Context: an optimization exercise on an open-source flow, tuned for small area. The choices shown serve that exercise and are no tape-out recipe. Function was checked by simulation only, so behaviour that the tests miss may differ from the original. Power figures rest on the tool's default switching activity, not on a simulated workload.

==> design/flow/design.v <==
`timescale 1ns / 1ps
module ROM(
    input [4:0] address,
    output [5:0] data
    );
	localparam [31:0] ROW0 = 32'b10001000010010001000000010000000;
	localparam [31:0] ROW1 = 32'b11011101101100111110010010001011;
	localparam [31:0] ROW2 = 32'b10000100101000001010001111110100;
	localparam [31:0] ROW3 = 32'b11010001110011101010001010101000;
	localparam [31:0] ROW4 = 32'b11010111101100101011110010001000;
	localparam [31:0] ROW5 = 32'b11111011110010101101100011001000;
	assign data[0] = ROW0[address];
	assign data[1] = ROW1[address];
	assign data[2] = ROW2[address];
	assign data[3] = ROW3[address];
	assign data[4] = ROW4[address];
	assign data[5] = ROW5[address];
endmodule
`timescale 1ns / 1ps
module Clk_Div #(
	parameter W = 4,
	parameter [W-1:0] TAPS = 0,
	parameter [W-1:0] S0 = 1,
	parameter [W-1:0] TERM = 0,
	parameter [W-1:0] MASK = 0,
	parameter [W-1:0] DIFF = 0
	)(
	input clk,
	input reset,
	output tick
	);
	localparam [W-1:0] POL = {((W+1)/2){2'b10}};
	reg [W-1:0] r;
	wire [W-1:0] s = r ^ POL;
	assign tick = ((s ^ TERM) & MASK) == {W{1'b0}};
	wire fb = ^(s & TAPS);
	wire [W-1:0] nxt = {s[W-2:0], fb} ^ (DIFF & {W{tick}});
	always @(posedge clk)
		if (reset)
			r <= S0 ^ POL;
		else
			r <= nxt ^ POL;
endmodule
`timescale 1ns / 1ps
module MainSound(
    input clk,
    input reset,
    input [5:0] teclas,
    input t2,
    output [5:0] sample
    );
	reg [3:0] p16;
	always @(posedge clk)
		if (reset) p16 <= 4'd0;
		else p16 <= p16 + {3'd0, t2};
	wire t8 = t2 & p16[0] & p16[1];
	wire t16 = t8 & p16[2];
	wire t32 = t16 & p16[3];
	wire t3;
	Clk_Div #(.W(2), .TAPS(2'd3), .S0(2'd1), .TERM(2'd2), .MASK(2'd1), .DIFF(2'd0)) c3(.clk(clk), .reset(reset), .tick(t3));
	wire t5;
	Clk_Div #(.W(3), .TAPS(3'd5), .S0(3'd5), .TERM(3'd3), .MASK(3'd3), .DIFF(3'd2)) c5(.clk(clk), .reset(reset), .tick(t5));
	wire t7;
	Clk_Div #(.W(3), .TAPS(3'd5), .S0(3'd1), .TERM(3'd4), .MASK(3'd3), .DIFF(3'd0)) c7(.clk(clk), .reset(reset), .tick(t7));
	wire t11;
	Clk_Div #(.W(4), .TAPS(4'd9), .S0(4'd1), .TERM(4'd12), .MASK(4'd3), .DIFF(4'd8)) c11(.clk(clk), .reset(reset), .tick(t11));
	wire t13;
	Clk_Div #(.W(4), .TAPS(4'd9), .S0(4'd13), .TERM(4'd7), .MASK(4'd7), .DIFF(4'd2)) c13(.clk(clk), .reset(reset), .tick(t13));
	wire t17;
	Clk_Div #(.W(5), .TAPS(5'd18), .S0(5'd22), .TERM(5'd9), .MASK(5'd22), .DIFF(5'd4)) c17(.clk(clk), .reset(reset), .tick(t17));
	wire t31;
	Clk_Div #(.W(5), .TAPS(5'd18), .S0(5'd1), .TERM(5'd16), .MASK(5'd15), .DIFF(5'd0)) c31(.clk(clk), .reset(reset), .tick(t31));
	wire t37;
	Clk_Div #(.W(6), .TAPS(6'd33), .S0(6'd7), .TERM(6'd34), .MASK(6'd28), .DIFF(6'd2)) c37(.clk(clk), .reset(reset), .tick(t37));
	wire t43;
	Clk_Div #(.W(6), .TAPS(6'd33), .S0(6'd24), .TERM(6'd14), .MASK(6'd45), .DIFF(6'd4)) c43(.clk(clk), .reset(reset), .tick(t43));
	wire t83;
	Clk_Div #(.W(7), .TAPS(7'd68), .S0(7'd19), .TERM(7'd89), .MASK(7'd39), .DIFF(7'd32)) c83(.clk(clk), .reset(reset), .tick(t83));
	wire t113;
	Clk_Div #(.W(7), .TAPS(7'd65), .S0(7'd1), .TERM(7'd80), .MASK(7'd47), .DIFF(7'd32)) c113(.clk(clk), .reset(reset), .tick(t113));
	wire t127;
	Clk_Div #(.W(7), .TAPS(7'd65), .S0(7'd1), .TERM(7'd64), .MASK(7'd63), .DIFF(7'd0)) c127(.clk(clk), .reset(reset), .tick(t127));
	wire t157;
	Clk_Div #(.W(8), .TAPS(8'd149), .S0(8'd223), .TERM(8'd107), .MASK(8'd205), .DIFF(8'd8)) c157(.clk(clk), .reset(reset), .tick(t157));
	wire t269;
	Clk_Div #(.W(9), .TAPS(9'd264), .S0(9'd479), .TERM(9'd487), .MASK(9'd231), .DIFF(9'd16)) c269(.clk(clk), .reset(reset), .tick(t269));
	wire t353;
	Clk_Div #(.W(9), .TAPS(9'd264), .S0(9'd153), .TERM(9'd324), .MASK(9'd127), .DIFF(9'd16)) c353(.clk(clk), .reset(reset), .tick(t353));
	wire t359;
	Clk_Div #(.W(9), .TAPS(9'd272), .S0(9'd410), .TERM(9'd477), .MASK(9'd127), .DIFF(9'd32)) c359(.clk(clk), .reset(reset), .tick(t359));
	wire t383;
	Clk_Div #(.W(9), .TAPS(9'd264), .S0(9'd443), .TERM(9'd205), .MASK(9'd495), .DIFF(9'd32)) c383(.clk(clk), .reset(reset), .tick(t383));
	wire t419;
	Clk_Div #(.W(9), .TAPS(9'd264), .S0(9'd461), .TERM(9'd238), .MASK(9'd383), .DIFF(9'd16)) c419(.clk(clk), .reset(reset), .tick(t419));
	wire t499;
	Clk_Div #(.W(9), .TAPS(9'd264), .S0(9'd494), .TERM(9'd511), .MASK(9'd510), .DIFF(9'd16)) c499(.clk(clk), .reset(reset), .tick(t499));
	wire t529;
	Clk_Div #(.W(10), .TAPS(10'd516), .S0(10'd1008), .TERM(10'd248), .MASK(10'd471), .DIFF(10'd512)) c529(.clk(clk), .reset(reset), .tick(t529));
	wire t593;
	Clk_Div #(.W(10), .TAPS(10'd516), .S0(10'd536), .TERM(10'd524), .MASK(10'd755), .DIFF(10'd512)) c593(.clk(clk), .reset(reset), .tick(t593));
	wire t839;
	Clk_Div #(.W(10), .TAPS(10'd516), .S0(10'd220), .TERM(10'd106), .MASK(10'd1022), .DIFF(10'd8)) c839(.clk(clk), .reset(reset), .tick(t839));
	wire t1999;
	Clk_Div #(.W(11), .TAPS(11'd1026), .S0(11'd1457), .TERM(11'd730), .MASK(11'd1535), .DIFF(11'd4)) c1999(.clk(clk), .reset(reset), .tick(t1999));
	wire t2239;
	Clk_Div #(.W(12), .TAPS(12'd2179), .S0(12'd412), .TERM(12'd1230), .MASK(12'd3767), .DIFF(12'd2048)) c2239(.clk(clk), .reset(reset), .tick(t2239));
	reg [1:0] q9;
	wire l9 = q9[1];
	wire t9 = t3 & l9;
	always @(posedge clk)
		if (reset | t9) q9 <= 2'd0;
		else q9 <= q9 + {1'd0, t3};
	reg [8:0] q2375;
	wire l2375 = q2375[1] & q2375[3] & q2375[4] & q2375[6] & q2375[7] & q2375[8];
	wire t2375 = t5 & l2375;
	always @(posedge clk)
		if (reset | t2375) q2375 <= 9'd0;
		else q2375 <= q2375 + {8'd0, t5};
	reg [6:0] q1331;
	wire l1331 = q1331[3] & q1331[4] & q1331[5] & q1331[6];
	wire t1331 = t11 & l1331;
	always @(posedge clk)
		if (reset | t1331) q1331 <= 7'd0;
		else q1331 <= q1331 + {6'd0, t11};
	reg [31:0] o;
	wire d0 = t2 & t3 & t499;   
	wire d1 = t499;   
	wire d2 = t529;   
	wire d3 = t16 & t5 & t7;   
	wire d4 = t593;   
	wire d5 = t17 & t37;   
	wire d6 = t2 & t9 & t37;   
	wire d7 = t2 & t353;   
	wire d8 = t9 & t83;   
	wire d9 = t8 & t9 & t11;   
	wire d10 = t839;   
	wire d11 = t8 & t3 & t37;   
	wire d12 = t2 & t3 & t157;   
	wire d13 = t2 & t499;   
	wire d14 = t2 & t529;   
	wire d15 = t32 & t5 & t7;   
	wire d16 = t2 & t593;   
	wire d17 = t3 & t419;   
	wire d18 = t1331;   
	wire d19 = t17 & t83;   
	wire d20 = t2 & t9 & t83;   
	wire d21 = t2 & t7 & t113;   
	wire d22 = t3 & t13 & t43;   
	wire d23 = t16 & t3 & t37;   
	wire d24 = t7 & t269;   
	wire d25 = t1999;   
	wire d26 = t2 & t3 & t383;   
	wire d27 = t2239;   
	wire d28 = t2375;   
	wire d29 = t7 & t359;   
	wire d30 = t3 & t7 & t127;   
	wire d31 = t7 & t13 & t31;   
	always @(posedge clk)
		if (reset) o <= 32'd0;
		else o <= o ^ {d31, d30, d29, d28, d27, d26, d25, d24, d23, d22, d21, d20, d19, d18, d17, d16, d15, d14, d13, d12, d11, d10, d9, d8, d7, d6, d5, d4, d3, d2, d1, d0};
	reg [5:0] sel_q;
	wire take = ~teclas[5] | (teclas[4:0] == 5'd0);
	wire [5:0] s = take ? teclas : sel_q;
	reg lvl;
	wire lvl_n = (s == 6'd0) ? lvl : o[s[4:0]];
	wire step = lvl_n & ~lvl;
	reg [4:0] addr;
	wire addr_fb = addr[4] ^ addr[1] ^ (addr[3:0] == 4'd0);
	reg played;
	wire [5:0] rom_q;
	ROM samples_rom(addr, rom_q);
	assign sample = played ? rom_q : 6'd0;
	always @(posedge clk)
		if (reset)
		begin
			sel_q <= 6'd0;
			lvl <= 1'b0;
			addr <= 5'd14;
			played <= 1'b0;
		end
		else
		begin
			sel_q <= s;
			lvl <= lvl_n;
			if (step)
			begin
				addr <= {addr[3:0], addr_fb};
				played <= 1'b1;
			end
		end
endmodule
`timescale 1ns / 1ps
module Logica_VGA(
	input clock,
	input reset,
	input [5:0] tecla,
	output [2:0] RGB,
	output H_sync,
	output V_sync,
	output t2
	);
	reg [6:0] r2;
	reg [4:0] q;
	reg [1:0] m;
	reg [7:0] l;
	reg pressed;
	wire qlast = q[4] & q[2];                                    
	wire rwrap = qlast ? (r2[5] & r2[2] & r2[1] & r2[0])         
	                   : (r2[6] & r2[3] & r2[2] & r2[0]);        
	wire [6:0] r2_n = rwrap ? 7'd0 : r2 + 7'd1;
	wire [4:0] q_n = rwrap ? (qlast ? 5'd0 : q + 5'd1) : q;
	wire vinc = qlast & (r2[3:0] == 4'hF) & ~r2[4];              
	wire lwrap = m[1] ? (l[5] & l[3] & l[2])                     
	                  : (l[7] & l[6] & l[5] & l[3] & l[2] & l[1] & l[0]);  
	wire valid = tecla[5] ? (tecla[4:0] == 5'd0) : (tecla[4:0] != 5'd0);
	wire [4:0] ti = tecla[4:0] - 5'd1;
	wire match = valid & (q_n[3:0] == ti[3:0]) & (ti[4] == m[0]);
	always @(posedge clock)
		if (r2[0])
			pressed <= match;
	always @(posedge clock)
		if (reset)
		begin
			r2 <= 7'd17;
			q <= 5'd20;
			m <= 2'd2;
			l <= 8'd32;
		end
		else
		begin
			r2 <= r2_n;
			q <= q_n;
			if (vinc)
			begin
				l <= lwrap ? 8'd0 : l + 8'd1;
				if (lwrap)
					m <= m[1] ? 2'd0 : m + 2'd1;
			end
		end
	wire rows = ~m[1] & ~(l[7] & l[6] & (l[5] | (l[4] & l[3])));   
	wire lit = ~q[4] & ~r2[6] & rows;
	assign RGB = {lit, lit & ~pressed, lit};
	assign H_sync = ~((q == 5'd16 && r2 >= 7'd40) || q == 5'd17 || (q == 5'd18 && r2 < 7'd76));
	assign V_sync = ~(m[0] & (l == 8'd237 || l == 8'd238));       
	assign t2 = ~r2[0];
endmodule
`timescale 1ns / 1ps
module Piano_VGA(
	input clk50mhz,
	input reset,
	input [5:0] tecla,
	output [2:0] RGB,
	output H_sync,
	output V_sync,
	output t2
	);
	Logica_VGA vga_logic (clk50mhz, reset, tecla, RGB, H_sync, V_sync, t2);
endmodule
`timescale 1ns / 1ps
module Main_Piano_VGA(
	input clock,
	input reset,
	input [5:0] teclas,
	output H_sync,
	output V_sync,
	output [2:0]RGB,
	output [5:0]sound4
	);
	wire t2;
	Piano_VGA vga(clock, reset, teclas, RGB, H_sync, V_sync, t2);
	MainSound sound(clock, reset, teclas, t2, sound4);
endmodule
==> design/flow/config.mk <==
export PLATFORM = sky130hd
export DESIGN_NAME = Main_Piano_VGA
export DESIGN_NICKNAME = Main_Piano_VGA
export VERILOG_FILES = /design/flow/design.v
export SDC_FILE = /design/flow/constraint.sdc
export NUM_CORES = 4
export LEC_CHECK = 0
export CAP_MARGIN = 20
export CORE_MARGIN = 2
export CORE_UTILIZATION = 70
export SLEW_MARGIN = 20
==> design/flow/standard.sh <==
#!/bin/bash
# synth_recipe.tcl (not shown) runs the flow's synth.tcl, then flattens the netlist and writes it again
# the make line also repeats each setting of config.mk as NAME=value (left out here)
make -C /OpenROAD-flow-scripts/flow DESIGN_CONFIG=/design/flow/config.mk WORK_HOME=/design/flow/orfs CLKGATE_MAP_FILE= SYNTH_SCRIPT=/design/flow/synth_recipe.tcl "${@:-finish}"
==> design/flow/constraint.sdc <==
create_clock -name core_clock -period 20.0 [get_ports {clock}]
set_input_delay 4.0000 -clock core_clock [delete_from_list [all_inputs] [get_ports {clock}]]
set_output_delay 4.0000 -clock core_clock [all_outputs]
set_load 0.01 [all_outputs]
==> design/flow/flow/run.sh <==
#!/bin/bash
export CTS_ARGS="-sink_clustering_enable -repair_clock_nets -dont_use_dummy_load -buf_list sky130_fd_sc_hd__clkbuf_16 -root_buf sky130_fd_sc_hd__clkbuf_16 -sink_clustering_buffer sky130_fd_sc_hd__clkbuf_16 -sink_clustering_size 34 -sink_clustering_max_diameter 90 -sink_clustering_levels 1"
export BUFFER_PORTS_ARGS="-buffer_cell sky130_fd_sc_hd__buf_1"
bash standard.sh > standard.log 2>&1
==> out/summary.txt, run 1 <==
synth top area cells: dfxtp_1 56%, nor2_1 6.8%, xor2_1 5.3%
EDFF count, synth: 1
Clk pin slew, worst setup/hold paths: 0.11 ns
max incr delay on CP: 0.61 ns
Die ar.: 14,400 um^2
Clock power frac: 27.5%
nets@finish: 981
TritonCTS Buffers: 11
Hold WC Path Type: reg -> reg
total global-route track usage: 22.2%
Internal: 685 uW
Peak Freq: 143 MHz
ANT cells: 0
DR WL met2: 7.40 mm
# rows: 42
Max Cap Viol: 0
met1 WL: 7.64 mm
final WL: 15.6 mm
Synth Net Count: 993
initial antenna violation count: 0
First DRT Iteration DRCs: 306
area of the multi-input gates: 3810 um^2
Clk Latency, worst-skew pair: 0.46 ns
Switching Share: 22.8%
sequence of cells on the critical path: buf_1 > inv_1 > ha_1 > nand3b_1 > ha_1 > mux2i_4 > mux4_2 > a211oi_1 > nor3_1 > o21ba_1 > mux2_4
Top FF cell, synth: dfxtp_1
global-route wire length before repair: 27.0 mm
final setup TNS: 0 ns
CP arrival: 7.37 ns
DR DRC count: 0
share of layout cells above drive strength 1: 3.47%
Logic pwr share: 7.4%
Synthesis Warnings: 26
Post-Synth XOR/XNOR Area: 8.96%
Clock Sinks: 264
H-tree levels: 1
Psw: 202 uW
worst-case clock skew: 0.0235 ns
Worst Setup Start Kind: input port
compound-cell area share of the yosys netlist: 4.78%
WHS Path Cells: 1
FF-to-FF End: vga.vga_logic.l[7]
TritonCTS clock tree: done
most frequent CP cell: ha_1
top-area cell type share of the netlist area: 56.1%
CP required: 20.36 ns
die width: 120 um
Pre-antenna DRT Iters: 5
vias in the first global route: 5,975
largest area contributor in the netlist: dfxtp_1
chip height: 120 um
pin count of the biggest net entering global routing: 81
dpl hpwl: 10.9 mm
Reg power frac: 65.1%
max-slew violations: 0
Vias/cell: 5.54
Seq/Total Area, Yosys: 56.4%
Slowest-stage cell, CP: mux2i_4
hold_buf cts: 0
R2R depth: 6
CTS Root Cell: clkbuf_16
setup repair bufs after CTS: 0
metal3 WL: 460 um
Starting Density: 71.2%
Post-Syn Area: 9390 um^2
largest family of logic cells by synthesized area: simple AND/OR/NAND/NOR gates
WHS Endpoint: sound.c269.r[5]
multiplexer share of the synthesized area: 3.36%
crit path max fanout: 15
Layout area overhead: 4.04%
Simple-Gate Fraction of Synth Area: 20.7%
final setup violation count: 0
Tmin final: 7.01 ns
Top Metal Used: met4
synthesized instance count: 964
Post-CTS Resized: 0
Tcrit/Tclk final: 35.1%
number of fill cells: 954
core region area: 13,200 um^2
adder-cell share of the synthesized area: 2.80%
final-report hold violation count: 0
post-synth cell types: 62
grt ovf: 0
Mapped Avg Cell Area: 9.74 um^2
worst reg-to-reg setup slack: 17.24 ns
asr flop ratio synth: 0%
slew at the pin closest to its max-slew limit: 0.798 ns
unrepaired setup endpoints after global routing: no
# IOs: 19
antenna-violating nets left: 0
crit path kind: in -> reg
routed length per instance: 13.9 um
PwrDens: 90.8 nW/um^2
Max VDD drop: 0.0000801 V
Leak: 3.91 nW
reg-to-reg startpoint: vga.vga_logic.r2[0]
pre-CTS WS: 12.50 ns
Max clock buf depth: 3
endpoint class of the critical path: flop
Placer Congestion: 0.872
Sequential Area: 5300 um^2
slew margin rel.: 46.8%
Hold Path Origin: sound.c269.r[4]
setup ws final: 12.99 ns
I/O Buffers: 18
via count: 6,236
#FFs+latches synth: 264
status: no timing/DRC/antenna violations
-- worst max-delay path, delay by kind of cell --
| family | cells | cell delay, ns |
|---|---|---|
| mux | 3 | 1.51 |
| fa+ha+maj | 2 | 0.77 |
| compound gates | 2 | 0.55 |
| buf+inv | 2 | 0.33 |
| simple gates | 2 | 0.19 |
-- layer usage --
| metal | track usage [%] | vias to the layer above |
|---|---|---|
| met2 | 38.5 | 65 |
| li1 | - | 3141 |
| met5 | 0 | - |
| met1 | 31.2 | 3021 |
| met4 | 2.87 | 0 |
| met3 | 2.09 | 9 |
-- Yosys cell counts (4+ instances only) --
cell type / n
dfxtp_1: 263
nor2_1: 170
nand2_1: 129
xor2_1: 57
xnor2_1: 39
clkbuf_1: 38
nand3_1: 25
ha_1: 21
inv_1: 20
nor3_1: 19
o21ai_0: 16
a21oi_1: 15
nand4_1: 15
mux2i_1: 12
nor2b_1: 11
nor4_1: 8
and3_1: 6
mux4_2: 6
nand3b_1: 6
nor3b_1: 6
nand4b_1: 5
or3_1: 5
nand2b_1: 4
-- registers in the layout (all words and copies together), names as in the netlist, 7 cells and up --
register / cells
sound.o: 32
sound.c2239.r: 12
sound.c1999.r: 11
sound.c529.r: 10
sound.c593.r: 10
sound.c839.r: 10
sound.c269.r: 9
sound.c353.r: 9
sound.c359.r: 9
sound.c383.r: 9
sound.c419.r: 9
sound.c499.r: 9
sound.q2375: 9
sound.c157.r: 8
vga.vga_logic.l: 8
sound.c113.r: 7
sound.c127.r: 7
sound.c83.r: 7
sound.q1331: 7
vga.vga_logic.r2: 7
-- how the worst max path moves through the flow --
| stage | start | endpoint | slack, ns | depth (start not counted) |
|---|---|---|---|---|
| after CTS | teclas[0] | sound.addr[0] | 12.99 | 11 |
| after floorplan | teclas[1] | sound.addr[0] | 13.58 | 13 |
| final | teclas[0] | sound.addr[0] | 12.99 | 11 |
| after global placement | teclas[0] | sound.addr[0] | 12.63 | 11 |
| after detailed placement | teclas[0] | sound.addr[0] | 12.50 | 11 |
| after global routing | teclas[0] | sound.addr[0] | 12.75 | 12 |
-- cell usage in the layout (no fill, tap or decap), types with 3 or more instances in the layout --
cell type  Yosys  routed
a211oi_1       3       3
a21oi_1       15      15
a31oi_1        3       3
and2_1         3       3
and3_1         6       6
buf_1          1      17
clkbuf_16      0      11
dfxtp_1      263     263
ha_1          21      21
inv_1         20      19
mux2i_1       12      12
mux4_2         6       6
nand2_1      129     129
nand2b_1       4       4
nand3_1       25      25
nand3b_1       6       6
nand4_1       15      15
nand4b_1       5       5
nor2_1       170     170
nor2b_1       11      11
nor3_1        19      19
nor3b_1        6       6
nor4_1         8       8
nor4bb_1       3       3
o211ai_1       3       3
o21a_1         3       3
o21ai_0       16      16
o22ai_1        3       3
or3_1          5       5
xnor2_1       39      39
xor2_1        57      57
-- logic make-up after synthesis --
group,count (synthesis)
AND/OR/NAND/NOR,428
flip-flops,264
XOR/XNOR,96
AO/OA/AOI/OAI,67
buffers and inverters,66
multiplexers,22
adder cells (fa/ha/maj),21
-- final cells by class --
cell class                      instances  area share [%]
Clock buffer                           11            2.82
Inverter                               21           0.807
Multi-Input combinational cell        634            39.0
Sequential cell                       264            54.2
Tap cell                              176            2.25
Timing Repair Buffer                   20           0.884
-- stage by stage --
stage          utilization [%]  area [um^2]  hold WS (ns)  instances  total power [mW]
6_report                  74.0         9770         0.372       1126             0.887
2_1_floorplan                -         9390         0.343        964             0.640
5_1_grt                   74.0         9770         0.384       1126             0.925
3_3_place_gp              72.0         9490         0.344       1115             0.650
3_5_place_dp              72.0         9490         0.348       1115             0.656
4_1_cts                   74.0         9770         0.374       1126             0.894
-- power by group through the flow --
stage          clock [mW]  combinational, mW  sequential (mW)
4_1_cts             0.250             0.0670            0.577
5_1_grt             0.268             0.0757            0.582
2_1_floorplan           0             0.0611            0.579
3_5_place_dp            0             0.0664            0.589
3_3_place_gp            0             0.0627            0.587
6_report            0.244             0.0660            0.578
==> run 2: changes to the inputs <==
==> design/flow/flow/run.sh (replaced) <==
#!/bin/bash
export CTS_ARGS="-sink_clustering_enable -repair_clock_nets -dont_use_dummy_load -buf_list sky130_fd_sc_hd__clkbuf_16 -root_buf sky130_fd_sc_hd__clkbuf_16 -sink_clustering_buffer sky130_fd_sc_hd__clkbuf_16 -sink_clustering_levels 1 -sink_clustering_size 30 -sink_clustering_max_diameter 120"
export BUFFER_PORTS_ARGS="-buffer_cell sky130_fd_sc_hd__buf_1"
bash standard.sh > standard.log 2>&1
==> run 2 against run 1 <==
Compared with the run above: still clean; non-clock buffer count unchanged; critical path depth grew 1; power grew 1.3%; sequential power about the same; count of clock-buffer cells in the layout rose by 1; via count about the same.
==> out/summary.txt, run 2 <==
ANT cells: 0 (unchanged)
most frequent cell after synthesis: dfxtp_1 (unchanged)
routed length per instance: 14.0 um (was 13.9 um)
DR DRC count: 0 (unchanged)
# IOs: 19 (unchanged)
number of flip-flops in the largest register: 32 (unchanged)
asr flop ratio synth: 0% (unchanged)
Leak: 3.92 nW (was 3.91 nW)
share of layout cells above drive strength 1: 3.58% (was 3.47%)
TritonCTS Buffers: 12 (was 11)
crit path max fanout: 15 (unchanged)
Sequential Area: 5300 um^2 (unchanged)
pre-CTS WS: 12.50 ns (unchanged)
Clk pin slew, worst setup/hold paths: 0.10 ns (was 0.11 ns)
dpl hpwl: 10.9 mm (unchanged)
#FFs+latches synth: 264 (unchanged)
global-route wire length before repair: 27.3 mm (was 27.0 mm)
First DRT Iteration DRCs: 311 (was 306)
total global-route track usage: 22.6% (was 22.2%)
initial antenna violation count: 0 (unchanged)
setup ws final: 13.00 ns (was 12.99 ns)
fin util: 74.2% (was 74.0%)
die width: 120 um (unchanged)
synthesized instance count: 964 (unchanged)
max-slew violations: 0 (unchanged)
WHS Endpoint: sound.c83.r[4] (was sound.c269.r[5])
hold_buf cts: 0 (unchanged)
final setup TNS: 0 ns (unchanged)
worst-case clock skew: 0.0240 ns (was 0.0235 ns)
most frequent CP cell: ha_1 (unchanged)
# rows: 42 (unchanged)
Seq/Total Area, Yosys: 56.4% (unchanged)
grt ovf: 0 (unchanged)
top-area cell type share of the netlist area: 56.1% (unchanged)
reg-to-reg startpoint: vga.vga_logic.r2[0] (unchanged)
CTS Root Cell: clkbuf_16 (unchanged)
area of the multi-input gates: 3810 um^2 (unchanged)
vias in the first global route: 6,015 (was 5,975)
Die ar.: 14,400 um^2 (unchanged)
post-synth cell types: 62 (unchanged)
Slowest-stage cell, CP: mux2i_4 (unchanged)
number of fill cells: 957 (was 954)
Post-CTS Resized: 0 (unchanged)
Placer Congestion: 0.872 (unchanged)
final WL: 15.8 mm (was 15.6 mm)
slew at the pin closest to its max-slew limit: 0.802 ns (was 0.798 ns)
WHS: 0.360 ns (was 0.372 ns)
Tmin final: 7.00 ns (was 7.01 ns)
PwrDens: 91.8 nW/um^2 (was 90.8 nW/um^2)
Tcrit/Tclk final: 35.0% (was 35.1%)
Max clock buf depth: 3 (unchanged)
R2R depth: 6 (unchanged)
Mapped Avg Cell Area: 9.74 um^2 (unchanged)
Largest regs: sound.o (32), sound.c2239.r (12), sound.c1999.r (11) (unchanged)
final setup violation count: 0 (unchanged)
Max VDD drop: 0.0000919 V (was 0.0000801 V)
Synth Net Count: 993 (unchanged)
unrepaired setup endpoints after global routing: no (unchanged)
EDFF count, synth: 1 (unchanged)
Vias/cell: 5.53 (was 5.54)
most frequent cells in the layout: 263 x dfxtp_1, 170 x nor2_1, 129 x nand2_1 (unchanged)
WHS Path Cells: 1 (unchanged)
final-report hold violation count: 0 (unchanged)
slew margin rel.: 46.5% (was 46.8%)
nets@finish: 982 (was 981)
max incr delay on CP: 0.61 ns (about the same)
largest area contributor in the netlist: dfxtp_1 (unchanged)
commonest non-fill, non-tap cell in the layout: dfxtp_1 (unchanged)
CP arrival: 7.36 ns (was 7.37 ns)
CP required: 20.36 ns (about the same)
I/O Buffers: 18 (unchanged)
status: no timing/DRC/antenna violations (unchanged)
crit path kind: in -> reg (unchanged)
FF-to-FF End: vga.vga_logic.l[7] (unchanged)
Hold WC Path Type: reg -> reg (unchanged)
Pre-antenna DRT Iters: 5 (unchanged)
via count: 6,233 (was 6,236)
Starting Density: 71.2% (unchanged)
Max Cap Viol: 0 (unchanged)
worst reg-to-reg setup slack: 17.25 ns (was 17.24 ns)
Post-Syn Area: 9390 um^2 (unchanged)
pin count of the biggest net entering global routing: 81 (unchanged)
Peak Freq: 143 MHz (about the same)
Layout area overhead: 4.30% (was 4.04%)
Worst Setup Start Kind: input port (unchanged)
Synthesis Warnings: 26 (unchanged)
Clock Sinks: 264 (unchanged)
Post-synth top cells: 263 x dfxtp_1, 170 x nor2_1, 129 x nand2_1 (unchanged)
endpoint class of the critical path: flop (unchanged)
core region area: 13,200 um^2 (unchanged)
TritonCTS clock tree: done (unchanged)
H-tree levels: 1 (unchanged)
Largest Register: sound.o (unchanged)
Hold Path Origin: sound.c83.r[3] (was sound.c269.r[4])
synth top area cells: dfxtp_1 56%, nor2_1 6.8%, xor2_1 5.3% (unchanged)
overall power: 899 uW (was 887 uW)
Top FF cell, synth: dfxtp_1 (unchanged)
chip height: 120 um (unchanged)
Clk Latency, worst-skew pair: 0.46 ns (about the same)
sequence of cells on the critical path: buf_1 > inv_1 > ha_1 > nand3b_1 > ha_1 > mux2i_4 > mux2i_1 > o22ai_1 > a211oi_2 > nor4_1 > o21ba_1 > mux2_4 (was buf_1 > inv_1 > ha_1 > nand3b_1 > ha_1 > mux2i_4 > mux4_2 > a211oi_1 > nor3_1 > o21ba_1 > mux2_4)
setup repair bufs after CTS: 0 (unchanged)
antenna-violating nets left: 0 (unchanged)
## run 2: worst max path at each step
stage          startpoint       endpoint  slack, ns  cells past startpoint
6_report        teclas[0]  sound.addr[0]      13.00                     12
5_1_grt         teclas[0]  sound.addr[0]      12.77                     12
4_1_cts         teclas[0]  sound.addr[0]      13.00                     11
3_5_place_dp    teclas[0]  sound.addr[0]      12.50                     11
3_3_place_gp    teclas[0]  sound.addr[0]      12.63                     11
2_1_floorplan   teclas[1]  sound.addr[0]      13.58                     13
## run 2: power breakdown
part | switching [mW] | internal (mW) | total, mW
clock | 0.146 | 0.109 | 0.255
sequential | 0.0224 | 0.555 | 0.578
combinational | 0.0366 | 0.0298 | 0.0664
total | 0.205 | 0.694 | 0.899
## run 2: final cells by class
cell class	instances	area share (%)
inverters	21	0.805
well taps	176	2.25
repair buffers	20	0.882
flip-flops and latches	264	54.1
multi-input cells	634	38.9
clock buffers	12	3.07
## run 2: cells by family (layout without fill, tap and decap cells)
logic type	after synthesis	in the layout	share of synthesized area (%)
xor+xnor	96	96	8.96
buf+inv	66	53	3.00
compound gates	67	67	4.78
fa+ha+maj	21	21	2.80
mux	22	22	3.36
flops	264	264	56.4
simple gates	428	428	20.7
## run 2: layer usage
layer  global-route usage [%]  wire length (um)  vias up
li1                         -                 -     3149
met1                     31.4              7770     2999
met2                     38.8              7460       75
met3                     2.61               419       10
met4                     3.90               127        0
met5                        0                 0        -
## run 2: stage by stage
step / cell area (um^2) / instances
finish: 9790 / 1127
global placement: 9490 / 1115
floorplan: 9390 / 964
detailed placement: 9490 / 1115
global route: 9790 / 1127
CTS: 9790 / 1127
## run 2: worst max-delay path, delay by kind of cell
kind / cells / cell delay (ns)
multiplexers: 3 / 1.12
adder cells (fa/ha/maj): 2 / 0.77
AO/OA/AOI/OAI: 3 / 0.68
AND/OR/NAND/NOR: 2 / 0.46
buffers and inverters: 2 / 0.32
==> run 3: changes to the inputs <==
==> design/flow/flow/run.sh (replaced) <==
#!/bin/bash
export CTS_ARGS="-sink_clustering_enable -repair_clock_nets -dont_use_dummy_load -buf_list sky130_fd_sc_hd__clkbuf_16 -root_buf sky130_fd_sc_hd__clkbuf_16 -sink_clustering_buffer sky130_fd_sc_hd__clkbuf_16 -sink_clustering_levels 1 -sink_clustering_size 34 -sink_clustering_max_diameter 90 -branching_point_buffers_distance 2000 -distance_between_buffers 2000"
export BUFFER_PORTS_ARGS="-buffer_cell sky130_fd_sc_hd__buf_1"
bash standard.sh > standard.log 2>&1
==> run 3 against run 2 <==
Compared with the run above: synthesized cell count is the same; die area stayed put; first-iteration DRC count shrank 1.6%; critical endpoint unchanged; still clean; global-route usage decreased by 0.40 points.
==> out/summary.txt, run 3 <==
Peak Freq: 143 MHz (about the same)
most frequent CP cell: ha_1 (unchanged)
hold_buf cts: 0 (unchanged)
Post-Syn Area: 9390 um^2 (unchanged)
Die ar.: 14,400 um^2 (unchanged)
routed length per instance: 13.9 um (was 14.0 um)
sequence of cells on the critical path: buf_1 > inv_1 > ha_1 > nand3b_1 > ha_1 > mux2i_4 > mux4_2 > a211oi_1 > nor3_1 > o21ba_1 > mux2_4 (was buf_1 > inv_1 > ha_1 > nand3b_1 > ha_1 > mux2i_4 > mux2i_1 > o22ai_1 > a211oi_2 > nor4_1 > o21ba_1 > mux2_4)
post-synth cell types: 62 (unchanged)
Top FF cell, synth: dfxtp_1 (unchanged)
Vias/cell: 5.54 (was 5.53)
I/O Buffers: 18 (unchanged)
CP Buf/Inv Count: 2 (unchanged)
asr flop ratio synth: 0% (unchanged)
synth top area cells: dfxtp_1 56%, nor2_1 6.8%, xor2_1 5.3% (unchanged)
slew at the pin closest to its max-slew limit: 0.798 ns (was 0.802 ns)
final-report hold violation count: 0 (unchanged)
Tmin final: 7.01 ns (was 7.00 ns)
# rows: 42 (unchanged)
CTS Root Cell: clkbuf_16 (unchanged)
core region area: 13,200 um^2 (unchanged)
crit path kind: in -> reg (unchanged)
Max VDD drop: 0.0000801 V (was 0.0000919 V)
antenna-violating nets left: 0 (unchanged)
final WL: 15.6 mm (was 15.8 mm)
Hold WC Path Type: reg -> reg (unchanged)
DR DRC count: 0 (unchanged)
final setup violation count: 0 (unchanged)
EDFF count, synth: 1 (unchanged)
via count: 6,236 (was 6,233)
most frequent cell after synthesis: dfxtp_1 (unchanged)
Largest regs: sound.o (32), sound.c2239.r (12), sound.c1999.r (11) (unchanged)
slew margin rel.: 46.8% (was 46.5%)
Placer Congestion: 0.872 (unchanged)
pin count of the biggest net entering global routing: 81 (unchanged)
First DRT Iteration DRCs: 306 (was 311)
ANT cells: 0 (unchanged)
Leak: 3.91 nW (was 3.92 nW)
final setup TNS: 0 ns (unchanged)
grt ovf: 0 (unchanged)
placed cells: 1,115 (unchanged)
number of fill cells: 954 (was 957)
chip height: 120 um (unchanged)
Clk Latency, worst-skew pair: 0.46 ns (about the same)
Synthesis Warnings: 26 (unchanged)
#FFs+latches synth: 264 (unchanged)
Worst Setup Start Kind: input port (unchanged)
pre-CTS WS: 12.50 ns (unchanged)
initial antenna violation count: 0 (unchanged)
Synth Net Count: 993 (unchanged)
setup repair bufs after CTS: 0 (unchanged)
Clk pin slew, worst setup/hold paths: 0.11 ns (was 0.10 ns)
worst-case clock skew: 0.0235 ns (was 0.0240 ns)
max-slew violations: 0 (unchanged)
unrepaired setup endpoints after global routing: no (unchanged)
number of flip-flops in the largest register: 32 (unchanged)
most frequent cells in the layout: 263 x dfxtp_1, 170 x nor2_1, 129 x nand2_1 (unchanged)
crit path max fanout: 15 (unchanged)
# IOs: 19 (unchanged)
CP required: 20.36 ns (about the same)
largest area contributor in the netlist: dfxtp_1 (unchanged)
Seq/Total Area, Yosys: 56.4% (unchanged)
total global-route track usage: 22.2% (was 22.6%)
setup ws final: 12.99 ns (was 13.00 ns)
Tcrit/Tclk final: 35.1% (was 35.0%)
status: no timing/DRC/antenna violations (unchanged)
Layout area overhead: 4.04% (was 4.30%)
Starting Density: 71.2% (unchanged)
CP arrival: 7.37 ns (was 7.36 ns)
Slowest-stage cell, CP: mux2i_4 (unchanged)
Largest Register: sound.o (unchanged)
Post-CTS Resized: 0 (unchanged)
vias in the first global route: 5,975 (was 6,015)
Mapped Avg Cell Area: 9.74 um^2 (unchanged)
H-tree levels: 1 (unchanged)
Final Non-Filler Cells: 1,126 (was 1,127)
Max Cap Viol: 0 (unchanged)
commonest non-fill, non-tap cell in the layout: dfxtp_1 (unchanged)
die width: 120 um (unchanged)
top-area cell type share of the netlist area: 56.1% (unchanged)
TritonCTS clock tree: done (unchanged)
dpl hpwl: 10.9 mm (unchanged)
Max clock buf depth: 3 (unchanged)
nets@finish: 981 (was 982)
Post-synth top cells: 263 x dfxtp_1, 170 x nor2_1, 129 x nand2_1 (unchanged)
Clock Sinks: 264 (unchanged)
WHS: 0.372 ns (was 0.360 ns)
max incr delay on CP: 0.61 ns (about the same)
PwrDens: 90.8 nW/um^2 (was 91.8 nW/um^2)
global-route wire length before repair: 27.0 mm (was 27.3 mm)
share of layout cells above drive strength 1: 3.47% (was 3.58%)
endpoint class of the critical path: flop (unchanged)
synthesized instance count: 964 (unchanged)
Pre-antenna DRT Iters: 5 (unchanged)
CP top delay family: multiplexers (unchanged)
TritonCTS Buffers: 11 (was 12)
-- run 3: cell counts after synthesis --
Identical to the previous run, type by type.
-- run 3: metal layers --
layer,vias to the layer above,track usage [%],wire length (um)
met2,65,38.5,7400
li1,3141,-,-
met1,3021,31.2,7640
met5,-,0,0
met4,0,2.87,110
met3,9,2.09,460
-- run 3: worst paths after layout --
check	start	to	slack [ns]	depth (start not counted)
worst min-delay path	sound.c269.r[4]	sound.c269.r[5]	0.37	1
worst min register to register	sound.c269.r[4]	sound.c269.r[5]	0.37	1
worst max register to register	vga.vga_logic.r2[0]	vga.vga_logic.l[7]	17.24	6
worst max-delay path	teclas[0]	sound.addr[0]	12.99	11
-- run 3: power breakdown --
part | total [mW] | internal, mW | switching [mW] | leakage, nW
Sequential | 0.578 | 0.555 | 0.0223 | 2.18
Combinational | 0.0660 | 0.0298 | 0.0362 | 1.59
Clock | 0.244 | 0.100 | 0.143 | 0.136
Total | 0.887 | 0.685 | 0.202 | 3.91
-- run 3: per-stage QoR --
step | cell area [um^2] | utilization [%] | power, mW
5_1_grt | 9770 | 74.0 | 0.925
6_report | 9770 | 74.0 | 0.887
2_1_floorplan | 9390 | - | 0.640
4_1_cts | 9770 | 74.0 | 0.894
3_5_place_dp | 9490 | 72.0 | 0.656
3_3_place_gp | 9490 | 72.0 | 0.650
-- run 3: cell type report --
cell class | instances | area (um^2) | share of cell area (%)
Multi-Input combinational cell | 634 | 3810 | 39.0
Tap cell | 176 | 220 | 2.25
Clock buffer | 11 | 275 | 2.82
Sequential cell | 264 | 5300 | 54.2
Timing Repair Buffer | 20 | 86.3 | 0.884
Inverter | 21 | 78.8 | 0.807
-- run 3: worst register-to-register path: stages, from the launching register on --
cell and delay [ns]:
dfxtp_1 0.80, ha_1 0.35, nand2_1 0.13, nor3_2 0.36, nor3b_1 0.57, or2_1 0.33, nor2_1 0.11
-- run 3: logic make-up (layout without fill, tap and decap cells) --
group                    after synthesis  count (layout)  share of synthesized area, %
XOR/XNOR                              96              96                          8.96
multiplexers                          22              22                          3.36
adder cells (fa/ha/maj)               21              21                          2.80
AO/OA/AOI/OAI                         67              67                          4.78
flip-flops                           264             264                          56.4
AND/OR/NAND/NOR                      428             428                          20.7
buffers and inverters                 66              52                          3.00
==> run 4: changes to the inputs <==
==> design/flow/flow/run.sh (replaced) <==
#!/bin/bash
# Standard layout with two changes: clock tree synthesis without dummy loads
# and with larger sink clusters, and the smallest buffer on the ports.
export CTS_ARGS="-sink_clustering_enable -repair_clock_nets -dont_use_dummy_load -buf_list sky130_fd_sc_hd__clkbuf_8 -root_buf sky130_fd_sc_hd__clkbuf_16 -sink_clustering_buffer sky130_fd_sc_hd__clkbuf_16 -sink_clustering_size 40 -sink_clustering_max_diameter 60"
export BUFFER_PORTS_ARGS="-buffer_cell sky130_fd_sc_hd__buf_1"
bash standard.sh > standard.log 2>&1
==> run 4 against run 3 <==
Compared with the run above: fmax decreased by 0.74%; largest cell class unchanged; clock power rose by 17%; first-iteration DRC count up 4.2%; still clean.
==> out/summary.txt, run 4 <==
status: no timing/DRC/antenna violations (unchanged)
post-synth cell types: 62 (unchanged)
Slowest-stage cell, CP: mux2i_4 (unchanged)
# rows: 42 (unchanged)
Peak Freq: 141 MHz (was 143 MHz)
Die ar.: 14,400 um^2 (unchanged)
Synth Net Count: 993 (unchanged)
Max clock buf depth: 3 (unchanged)
vias in the first global route: 6,049 (was 5,975)
slew margin rel.: 46.5% (was 46.8%)
die width: 120 um (unchanged)
ANT cells: 0 (unchanged)
Clk pin slew, worst setup/hold paths: 0.09 ns (was 0.11 ns)
unrepaired setup endpoints after global routing: no (unchanged)
core region area: 13,200 um^2 (unchanged)
CP required: 20.32 ns (was 20.36 ns)
DR DRC count: 0 (unchanged)
antenna-violating nets left: 0 (unchanged)
final-report hold violation count: 0 (unchanged)
Starting Density: 71.2% (unchanged)
Pre-antenna DRT Iters: 4 (was 5)
I/O Buffers: 18 (unchanged)
Synthesis Warnings: 26 (unchanged)
final setup TNS: 0 ns (unchanged)
final setup violation count: 0 (unchanged)
routed length per instance: 13.9 um (about the same)
asr flop ratio synth: 0% (unchanged)
chip height: 120 um (unchanged)
worst-case clock skew: 0.0786 ns (was 0.0235 ns)
Clk Latency, worst-skew pair: 0.51 ns (was 0.46 ns)
share of layout cells above drive strength 1: 3.88% (was 3.47%)
pin count of the biggest net entering global routing: 81 (unchanged)
max incr delay on CP: 0.61 ns (about the same)
Clock Sinks: 264 (unchanged)
dpl hpwl: 10.9 mm (unchanged)
TritonCTS Buffers: 15 (was 11)
Max Cap Viol: 0 (unchanged)
First DRT Iteration DRCs: 319 (was 306)
EDFF count, synth: 1 (unchanged)
via count: 6,266 (was 6,236)
CP arrival: 7.39 ns (was 7.37 ns)
Tmin final: 7.07 ns (was 7.01 ns)
endpoint class of the critical path: flop (unchanged)
crit path max fanout: 15 (unchanged)
crit path kind: in -> reg (unchanged)
Tcrit/Tclk final: 35.3% (was 35.1%)
Largest Register: sound.o (unchanged)
Placer Congestion: 0.872 (unchanged)
Layout area overhead: 5.10% (was 4.04%)
#FFs+latches synth: 264 (unchanged)
# IOs: 19 (unchanged)
H-tree levels: 1 (unchanged)
Top FF cell, synth: dfxtp_1 (unchanged)
Post-synth top cells: 263 x dfxtp_1, 170 x nor2_1, 129 x nand2_1 (unchanged)
max-slew violations: 0 (unchanged)
synth top area cells: dfxtp_1 56%, nor2_1 6.8%, xor2_1 5.3% (unchanged)
Vias/cell: 5.55 (was 5.54)
setup repair bufs after CTS: 0 (unchanged)
TritonCTS clock tree: done (unchanged)
commonest non-fill, non-tap cell in the layout: dfxtp_1 (unchanged)
most frequent cells in the layout: 263 x dfxtp_1, 170 x nor2_1, 129 x nand2_1 (unchanged)
Worst Setup Start Kind: input port (unchanged)
most frequent CP cell: ha_1 (unchanged)
nets@finish: 985 (was 981)
Seq/Total Area, Yosys: 56.4% (unchanged)
PwrDens: 94.2 nW/um^2 (was 90.8 nW/um^2)
total global-route track usage: 22.8% (was 22.2%)
Largest regs: sound.o (32), sound.c2239.r (12), sound.c1999.r (11) (unchanged)
most frequent cell after synthesis: dfxtp_1 (unchanged)
number of flip-flops in the largest register: 32 (unchanged)
grt ovf: 0 (unchanged)
Leak: 3.95 nW (was 3.91 nW)
CTS Root Cell: clkbuf_16 (unchanged)
Max VDD drop: 0.0000706 V (was 0.0000801 V)
WHS: 0.348 ns (was 0.372 ns)
largest area contributor in the netlist: dfxtp_1 (unchanged)
Hold WC Path Type: reg -> reg (unchanged)
initial antenna violation count: 0 (unchanged)
synthesized instance count: 964 (unchanged)
Post-CTS Resized: 0 (unchanged)
Mapped Avg Cell Area: 9.74 um^2 (unchanged)
final WL: 15.7 mm (was 15.6 mm)
sequence of cells on the critical path: buf_1 > inv_1 > ha_1 > nand3b_1 > ha_1 > mux2i_4 > mux2i_1 > o22ai_1 > a211oi_2 > nor4_1 > o21ba_1 > mux2_4 (was buf_1 > inv_1 > ha_1 > nand3b_1 > ha_1 > mux2i_4 > mux4_2 > a211oi_1 > nor3_1 > o21ba_1 > mux2_4)
top-area cell type share of the netlist area: 56.1% (unchanged)
slew at the pin closest to its max-slew limit: 0.802 ns (was 0.798 ns)
global-route wire length before repair: 27.4 mm (was 27.0 mm)
Post-Syn Area: 9390 um^2 (unchanged)
hold_buf cts: 0 (unchanged)
run 4: cell count changes in the layout (fill, tap and decap cells not counted), sizes merged:
cell	before	now
clkbuf	12	16
run 4: cell type report:
class	instances	area, um^2
timing repair buffer	20	86.3
clock buffer	15	375
multi-input combinational	634	3810
inverter	21	78.8
sequential	264	5300
fill	938	3320
tap	176	220
run 4: cell families (layout without fill, tap and decap cells):
kind of cell | count (synthesis) | count (layout) | synth area share (%)
mux | 22 | 22 | 3.36
compound gates | 67 | 67 | 4.78
fa+ha+maj | 21 | 21 | 2.80
xor+xnor | 96 | 96 | 8.96
flops | 264 | 264 | 56.4
simple gates | 428 | 428 | 20.7
buf+inv | 66 | 56 | 3.00
run 4: per-stage QoR:
stage          instances  util (%)  setup slack (ns)  power, mW  area (um^2)
2_1_floorplan        964         -             13.58      0.640         9390
3_3_place_gp        1115      72.0             12.63      0.650         9490
3_5_place_dp        1115      72.0             12.50      0.656         9490
4_1_cts             1130      74.8             12.94      0.937         9870
5_1_grt             1130      74.8             12.69      0.969         9870
6_report            1130      74.8             12.93      0.929         9870
run 4: worst max-delay path, delay by kind of cell:
| kind | cells | cell delay (ns) |
|---|---|---|
| mux | 3 | 1.12 |
| buf+inv | 2 | 0.33 |
| fa+ha+maj | 2 | 0.77 |
| simple gates | 2 | 0.47 |
| compound gates | 3 | 0.68 |
run 4: worst paths after layout:
kind,from,end,slack (ns),cells past startpoint
setup / recovery,teclas[0],sound.addr[0],12.93,12
hold / removal,sound.c83.r[3],sound.c83.r[4],0.35,1
setup reg to reg,vga.vga_logic.r2[0],vga.vga_logic.l[1],17.18,6
hold reg to reg,sound.c83.r[3],sound.c83.r[4],0.35,1
run 4: layer usage:
layer / track usage, % / vias up / wire length (um)
li1: - / 3149 / -
met4: 5.07 / 0 / 311
met3: 2.95 / 23 / 372
met1: 31.5 / 3024 / 7730
met2: 38.4 / 70 / 7330
met5: 0 / - / 0
run 4: report_power, final:
part / total (mW) / internal [mW] / switching [mW]
clock network: 0.286 / 0.134 / 0.151
registers: 0.577 / 0.555 / 0.0223
logic: 0.0662 / 0.0298 / 0.0364
total: 0.929 / 0.719 / 0.210
==> run 5: changes to the inputs <==
==> design/flow/flow/run.sh (replaced) <==
#!/bin/bash
# The standard layout (standard.sh) with two changes:
# - clock tree synthesis without dummy loads, with one level of sink
#   clusters of up to 34 flip-flops within 90 um, all on clkbuf_16;
# - the smallest buffer (buf_1) on the input and output ports.
export CTS_ARGS="-sink_clustering_enable -repair_clock_nets -dont_use_dummy_load -buf_list sky130_fd_sc_hd__clkbuf_16 -root_buf sky130_fd_sc_hd__clkbuf_16 -sink_clustering_buffer sky130_fd_sc_hd__clkbuf_16 -sink_clustering_levels 1 -sink_clustering_size 34 -sink_clustering_max_diameter 90"
export BUFFER_PORTS_ARGS="-buffer_cell sky130_fd_sc_hd__buf_1"
bash standard.sh > standard.log 2>&1
==> run 5 against run 4 <==
Compared with the run above: worst setup slack better by 0.052 ns; sequential power about the same; first-iteration DRC count down 4.1%; sequential cell count unchanged; area after synthesis unchanged; power down 4.5%; highest routed layer unchanged.
==> out/summary.txt, run 5 <==
status: no timing/DRC/antenna violations (unchanged)
final-report hold violation count: 0 (unchanged)
#FFs+latches synth: 264 (unchanged)
metal3 WL: 460 um (was 372 um)
Clk Latency, worst-skew pair: 0.46 ns (was 0.51 ns)
I/O Buffers: 18 (unchanged)
Clk pin slew, worst setup/hold paths: 0.11 ns (was 0.09 ns)
PwrDens: 90.8 nW/um^2 (was 94.2 nW/um^2)
crit path kind: in -> reg (unchanged)
compound-cell area share of the yosys netlist: 4.78% (unchanged)
CP required: 20.36 ns (was 20.32 ns)
Vias/cell: 5.54 (was 5.55)
core region area: 13,200 um^2 (unchanged)
Tmin final: 7.01 ns (was 7.07 ns)
most frequent cells in the layout: 263 x dfxtp_1, 170 x nor2_1, 129 x nand2_1 (unchanged)
TritonCTS Buffers: 11 (was 15)
H-tree levels: 1 (unchanged)
Post-CTS Resized: 0 (unchanged)
Worst Setup Start Kind: input port (unchanged)
Post-Syn Area: 9390 um^2 (unchanged)
slew at the pin closest to its max-slew limit: 0.798 ns (was 0.802 ns)
total global-route track usage: 22.2% (was 22.8%)
nets@finish: 981 (was 985)
via count: 6,236 (was 6,266)
First DRT Iteration DRCs: 306 (was 319)
Leak: 3.91 nW (was 3.95 nW)
Tcrit/Tclk final: 35.1% (was 35.3%)
overall power: 887 uW (was 929 uW)
DR WL met2: 7.40 mm (was 7.33 mm)
# rows: 42 (unchanged)
Clock power frac: 27.5% (was 30.7%)
largest area contributor in the netlist: dfxtp_1 (unchanged)
pin count of the biggest net entering global routing: 81 (unchanged)
met1 WL: 7.64 mm (was 7.73 mm)
share of layout cells above drive strength 1: 3.47% (was 3.88%)
adder-cell share of the synthesized area: 2.80% (unchanged)
ANT cells: 0 (unchanged)
CTS Root Cell: clkbuf_16 (unchanged)
max-slew violations: 0 (unchanged)
endpoint class of the critical path: flop (unchanged)
placed cells: 1,115 (unchanged)
largest family of logic cells by synthesized area: simple AND/OR/NAND/NOR gates (unchanged)
synthesized instance count: 964 (unchanged)
synth top area cells: dfxtp_1 56%, nor2_1 6.8%, xor2_1 5.3% (unchanged)
Clock Sinks: 264 (unchanged)
multiplexer share of the synthesized area: 3.36% (unchanged)
Largest Register: sound.o (unchanged)
unrepaired setup endpoints after global routing: no (unchanged)
grt ovf: 0 (unchanged)
CP arrival: 7.37 ns (was 7.39 ns)
post-synth cell types: 62 (unchanged)
# IOs: 19 (unchanged)
Die ar.: 14,400 um^2 (unchanged)
Internal: 685 uW (was 719 uW)
Placer Congestion: 0.872 (unchanged)
Logic pwr share: 7.4% (was 7.1%)
final WL: 15.6 mm (was 15.7 mm)
Layout area overhead: 4.04% (was 5.10%)
Pre-antenna DRT Iters: 5 (was 4)
fin util: 74.0% (was 74.8%)
number of flip-flops in the largest register: 32 (unchanged)
Critical path origin: teclas[0] (unchanged)
top-area cell type share of the netlist area: 56.1% (unchanged)
Max clock buf depth: 3 (unchanged)
Peak Freq: 143 MHz (was 141 MHz)
WHS: 0.372 ns (was 0.348 ns)
DR DRC count: 0 (unchanged)
commonest non-fill, non-tap cell in the layout: dfxtp_1 (unchanged)
Seq/Total Area, Yosys: 56.4% (unchanged)
initial antenna violation count: 0 (unchanged)
hold_buf cts: 0 (unchanged)
final setup violation count: 0 (unchanged)
vias in the first global route: 5,975 (was 6,049)
Top Metal Used: met4 (unchanged)
global-route wire length before repair: 27.0 mm (was 27.4 mm)
Psw: 202 uW (was 210 uW)
Hold WC Path Type: reg -> reg (unchanged)
Max Cap Viol: 0 (unchanged)
routed length per instance: 13.9 um (about the same)
dpl hpwl: 10.9 mm (unchanged)
slew margin rel.: 46.8% (was 46.5%)
crit path max fanout: 15 (unchanged)
Post-synth top cells: 263 x dfxtp_1, 170 x nor2_1, 129 x nand2_1 (unchanged)
antenna-violating nets left: 0 (unchanged)
Final Non-Filler Cells: 1,126 (was 1,130)
Switching Share: 22.8% (was 22.6%)
Mapped Avg Cell Area: 9.74 um^2 (unchanged)
worst-case clock skew: 0.0235 ns (was 0.0786 ns)
Reg power frac: 65.1% (was 62.1%)
Synthesis Warnings: 26 (unchanged)
Post-Synth XOR/XNOR Area: 8.96% (unchanged)
final setup TNS: 0 ns (unchanged)
asr flop ratio synth: 0% (unchanged)
most frequent cell after synthesis: dfxtp_1 (unchanged)
Starting Density: 71.2% (unchanged)
Max VDD drop: 0.0000801 V (was 0.0000706 V)
chip height: 120 um (unchanged)
EDFF count, synth: 1 (unchanged)
Top FF cell, synth: dfxtp_1 (unchanged)
Synth Net Count: 993 (unchanged)
setup repair bufs after CTS: 0 (unchanged)
TritonCTS clock tree: done (unchanged)
reg-to-reg startpoint: vga.vga_logic.r2[0] (unchanged)
die width: 120 um (unchanged)
Hold Path Origin: sound.c269.r[4] (was sound.c83.r[3])
Largest regs: sound.o (32), sound.c2239.r (12), sound.c1999.r (11) (unchanged)
Simple-Gate Fraction of Synth Area: 20.7% (unchanged)
-- run 5: worst max-delay path: stages --
cell	delay, ns
buf_1	0.23
inv_1	0.10
ha_1	0.20
nand3b_1	0.08
ha_1	0.57
mux2i_4	0.61
mux4_2	0.57
a211oi_1	0.26
nor3_1	0.11
o21ba_1	0.29
mux2_4	0.33
-- run 5: cell families after synthesis --
| kind of cell | Yosys count |
|---|---|
| multiplexers | 22 |
| AO/OA/AOI/OAI | 67 |
| flip-flops | 264 |
| AND/OR/NAND/NOR | 428 |
| buffers and inverters | 66 |
| adder cells (fa/ha/maj) | 21 |
| XOR/XNOR | 96 |
-- run 5: per-stage QoR --
step | area, um^2 | worst slack (ns)
floorplan | 9390 | 13.58
global placement | 9490 | 12.63
detailed placement | 9490 | 12.50
CTS | 9770 | 12.99
global route | 9770 | 12.75
finish | 9770 | 12.99
-- run 5: power by group through the flow --
stage               clock (mW)  combinational [mW]  sequential (mW)
global route             0.268              0.0757            0.582
CTS                      0.250              0.0670            0.577
finish                   0.244              0.0660            0.578
global placement             0              0.0627            0.587
detailed placement           0              0.0664            0.589
floorplan                    0              0.0611            0.579
-- run 5: layout make-up --
class,count,area (um^2)
Multi-Input combinational cell,634,3810
Inverter,21,78.8
Fill cell,954,3420
Sequential cell,264,5300
Tap cell,176,220
Clock buffer,11,275
Timing Repair Buffer,20,86.3
-- run 5: final timing paths --
kind | endpoint | slack, ns | cells past startpoint
max | sound.addr[0] | 12.99 | 11
min | sound.c269.r[5] | 0.37 | 1
max reg2reg | vga.vga_logic.l[7] | 17.24 | 6
min reg2reg | sound.c269.r[5] | 0.37 | 1
-- run 5: per-layer routing --
| layer | up-vias | track usage [%] |
|---|---|---|
| li1 | 3141 | - |
| met1 | 3021 | 31.2 |
| met2 | 65 | 38.5 |
| met3 | 9 | 2.09 |
| met4 | 0 | 2.87 |
| met5 | - | 0 |
==> run 6: changes to the inputs <==
--- a/design/flow/design.v
+++ b/design/flow/design.v
@@ -34,12 +34,10 @@
 	wire [W-1:0] s = r ^ POL;
 	assign tick = ((s ^ TERM) & MASK) == {W{1'b0}};
 	wire fb = ^(s & TAPS);
-	wire [W-1:0] nxt = {s[W-2:0], fb} ^ (DIFF & {W{tick}});
-	always @(posedge clk)
-		if (reset)
-			r <= S0 ^ POL;
-		else
-			r <= nxt ^ POL;
+	wire [W-1:0] nxt = {s[W-2:0], fb};
+	wire [W-1:0] ld = {W{reset}} | (DIFF & {W{tick}});
+	always @(posedge clk)
+		r <= (ld & (S0 ^ POL)) | (~ld & (nxt ^ POL));
 endmodule
 `timescale 1ns / 1ps
 module MainSound(
==> run 6 against run 5 <==
Compared with the run above: sequential power about the same; highest routed layer unchanged; area after synthesis shrank 0.39%; sequential cell count unchanged; clock skew shrank 0.0019 ns; synthesized cell count decreased by 0.31%; die area decreased by 0.37%; utilization up 0.15 points; global-route usage rose by 1.5 points; worst hold slack barely moved; non-clock buffer count unchanged; critical endpoint unchanged; worst setup slack got worse by 0.19 ns.
==> out/summary.txt, run 6 <==
commonest non-fill, non-tap cell in the layout: dfxtp_1 (unchanged)
initial antenna violation count: 1 (was 0)
antenna-violating nets left: 0 (unchanged)
max-slew violations: 0 (unchanged)
Post-CTS Resized: 0 (unchanged)
endpoint class of the critical path: flop (unchanged)
Worst Setup Start Kind: input port (unchanged)
crit path kind: in -> reg (unchanged)
unrepaired setup endpoints after global routing: no (unchanged)
asr flop ratio synth: 0% (unchanged)
Clk pin slew, worst setup/hold paths: 0.12 ns (was 0.11 ns)
sequence of cells on the critical path: buf_1 > inv_1 > ha_1 > nand3b_1 > ha_1 > mux2i_4 > mux2i_1 > o22ai_1 > a211oi_1 > or4_4 > a211oi_4 > mux2_4 (was buf_1 > inv_1 > ha_1 > nand3b_1 > ha_1 > mux2i_4 > mux4_2 > a211oi_1 > nor3_1 > o21ba_1 > mux2_4)
overall power: 887 uW (about the same)
Tmin final: 7.20 ns (was 7.01 ns)
CP required: 20.37 ns (was 20.36 ns)
Post-DP Area: 9470 um^2 (was 9490 um^2)
share of layout cells above drive strength 1: 2.95% (was 3.47%)
WHS Path Cells: 1 (unchanged)
routed length per instance: 14.7 um (was 13.9 um)
die width: 120 um (about the same)
chip height: 120 um (about the same)
slew at the pin closest to its max-slew limit: 0.854 ns (was 0.798 ns)
Critical path origin: teclas[0] (unchanged)
nets@finish: 981 (unchanged)
worst-case clock skew: 0.0215 ns (was 0.0235 ns)
H-tree levels: 1 (unchanged)
reg-to-reg startpoint: vga.vga_logic.r2[0] (unchanged)
setup repair bufs after CTS: 0 (unchanged)
Vias/cell: 5.60 (was 5.54)
Pre-antenna DRT Iters: 5 (unchanged)
Top FF cell, synth: dfxtp_1 (unchanged)
hold_buf cts: 0 (unchanged)
WHS: 0.373 ns (was 0.372 ns)
top-area cell type share of the netlist area: 56.3% (was 56.1%)
final setup TNS: 0 ns (unchanged)
most frequent cells in the layout: 263 x dfxtp_1, 172 x nor2_1, 125 x nand2_1 (was 263 x dfxtp_1, 170 x nor2_1, 129 x nand2_1)
First DRT Iteration DRCs: 468 (was 306)
crit path max fanout: 17 (was 15)
final WL: 16.5 mm (was 15.6 mm)
ANT cells: 0 (unchanged)
final instance area: 9750 um^2 (was 9770 um^2)
PwrDens: 91.0 nW/um^2 (was 90.8 nW/um^2)
Synthesis Warnings: 26 (unchanged)
Max clock buf depth: 3 (unchanged)
EDFF count, synth: 1 (unchanged)
TritonCTS clock tree: done (unchanged)
number of fill cells: 983 (was 954)
CTS Root Cell: clkbuf_16 (unchanged)
# IOs: 19 (unchanged)
R2R depth: 6 (unchanged)
dpl hpwl: 11.5 mm (was 10.9 mm)
TritonCTS Buffers: 11 (unchanged)
total global-route track usage: 23.7% (was 22.2%)
# rows: 42 (unchanged)
synth top area cells: dfxtp_1 56%, nor2_1 6.9%, nand2_1 5.0% (was dfxtp_1 56%, nor2_1 6.8%, xor2_1 5.3%)
pin count of the biggest net entering global routing: 74 (was 81)
Starting Density: 71.2% (about the same)
most frequent CP cell: ha_1 (unchanged)
Peak Freq: 139 MHz (was 143 MHz)
Max VDD drop: 0.0000891 V (was 0.0000801 V)
Hold Path Origin: sound.c43.r[4] (was sound.c269.r[4])
Seq/Total Area, Yosys: 56.6% (was 56.4%)
Hold WC Path Type: reg -> reg (unchanged)
Post-Syn Area: 9350 um^2 (was 9390 um^2)
final setup violation count: 0 (unchanged)
Synth Net Count: 990 (was 993)
CP arrival: 7.57 ns (was 7.37 ns)
vias in the first global route: 6,031 (was 5,975)
core region area: 13,100 um^2 (was 13,200 um^2)
most frequent cell after synthesis: dfxtp_1 (unchanged)
pre-CTS WS: 12.32 ns (was 12.50 ns)
Placer Congestion: 0.893 (was 0.872)
max incr delay on CP: 0.64 ns (was 0.61 ns)
Largest Register: sound.o (unchanged)
I/O Buffers: 18 (unchanged)
Leak: 3.89 nW (was 3.91 nW)
synthesized instance count: 961 (was 964)
global-route wire length before repair: 28.4 mm (was 27.0 mm)
post-synth cell types: 61 (was 62)
via count: 6,305 (was 6,236)
#FFs+latches synth: 264 (unchanged)
DR DRC count: 0 (unchanged)
Die ar.: 14,300 um^2 (was 14,400 um^2)
Clk Latency, worst-skew pair: 0.46 ns (about the same)
number of flip-flops in the largest register: 32 (unchanged)
grt ovf: 0 (unchanged)
Max Cap Viol: 0 (unchanged)
Tcrit/Tclk final: 36.0% (was 35.1%)
Post-synth top cells: 263 x dfxtp_1, 172 x nor2_1, 125 x nand2_1 (was 263 x dfxtp_1, 170 x nor2_1, 129 x nand2_1)
status: no timing/DRC/antenna violations (unchanged)
Largest regs: sound.o (32), sound.c2239.r (12), sound.c1999.r (11) (unchanged)
Layout area overhead: 4.24% (was 4.04%)
slew margin rel.: 43.1% (was 46.8%)
setup ws final: 12.80 ns (was 12.99 ns)
Clock Sinks: 264 (unchanged)
Mapped Avg Cell Area: 9.73 um^2 (was 9.74 um^2)
Slowest-stage cell, CP: ha_1 (was mux2i_4)
final-report hold violation count: 0 (unchanged)
largest area contributor in the netlist: dfxtp_1 (unchanged)
-- run 6: cell count changes after synthesis, moves of 3 or more --
| cell | change |
|---|---|
| xor2_1 | -8 |
| nand3_1 | +6 |
| a211oi_1 | +5 |
| mux4_1 | +5 |
| mux4_2 | -5 |
| a21oi_1 | +4 |
| inv_1 | +4 |
| nand2_1 | -4 |
| nand4b_1 | -4 |
| or3_1 | +4 |
| clkbuf_1 | -3 |
| nand2b_1 | -3 |
| nand3b_1 | -3 |
| nor4bb_1 | +3 |
-- run 6: kinds of logic after synthesis --
logic type,after synthesis,synth area share (%)
xor gates and xnor gates,87,8.15
DFF,264,56.6
buffers and inverters,67,2.98
muxes,24,3.81
AOI/OAI and AO/OA,68,4.64
and+or+nand+nor,430,21.0
adders and majority gates,21,2.81
-- run 6: worst max-delay path, delay by kind of cell --
kind / cells / cell delay, ns
buf+inv: 2 / 0.33
mux: 3 / 1.06
compound gates: 3 / 0.66
simple gates: 2 / 0.66
fa+ha+maj: 2 / 0.84
-- run 6: metrics by stage --
stage	util, %	cells
2_1_floorplan	-	961
3_3_place_gp	72.1	1115
3_5_place_dp	72.1	1115
4_1_cts	74.2	1126
5_1_grt	74.2	1126
6_report	74.2	1126
-- run 6: where the power goes --
| part | switching [mW] | total, mW | internal [mW] |
|---|---|---|---|
| clock | 0.145 | 0.245 | 0.100 |
| combinational | 0.0369 | 0.0656 | 0.0287 |
| sequential | 0.0218 | 0.576 | 0.555 |
| total | 0.204 | 0.887 | 0.684 |
-- run 6: final timing paths --
path	end	slack [ns]
worst max-delay path	sound.addr[0]	12.80
worst min-delay path	sound.c43.r[5]	0.37
worst max register to register	vga.vga_logic.l[1]	17.20
worst min register to register	sound.c43.r[5]	0.37
-- run 6: per-layer routing --
layer / vias to the layer above / share of wire, % / GRT usage [%]
met1: 3029 / 48 / 33.4
met2: 109 / 47 / 40.5
li1: 3146 / - / -
met4: 0 / 1.1 / 3.46
met5: - / 0 / 0
met3: 21 / 3.7 / 2.61
-- run 6: area by class of cell --
class                           count  area, um^2  share of cell area (%)
Sequential cell                   264        5300                    54.3
Multi-Input combinational cell    630        3780                    38.7
Clock buffer                       11         275                    2.82
Tap cell                          176         220                    2.26
Inverter                           25        93.8                   0.963
Timing Repair Buffer               20        86.3                   0.886

## separate check: timing with driven ports
Ports are ideal in the flow. The routed layouts listed here were re-timed in OpenROAD. Step 1, drivers: a clkbuf_16 drives clock and a buf_2 each remaining input, both assumed. Step 2 adds t to the input delays and takes it off the output delays; t is the mean of the earliest and latest rising clock arrival at the registers after step 1. Input paths then give back, and output paths get back, about the clock's delay inside the block. Three values: no drivers, after step 1, after step 2; two values: the first two.
run	t (ns)	setup WS [ns]	worst setup path after step 2	worst data-port slew with drivers (ns)	pins driven straight from the clock port
run 1	0.492	12.985 / 13.003 / 12.511	input to register	0.03	1
run 2	0.491	12.999 / 13.017 / 12.525	input to register	0.03	1
run 3	0.492	12.985 / 13.003 / 12.511	input to register	0.03	1
run 4	0.507	12.933 / 12.953 / 12.446	input to register	0.03	1
run 5	0.492	12.985 / 13.003 / 12.511	input to register	0.03	1
run 6	0.499	12.799 / 12.818 / 12.319	input to register	0.03	1
After both steps setup and hold are still met in every run listed. The setup slack of run 4, which loses most, moves by +0.020 ns with the drivers and by -0.487 ns with both steps.
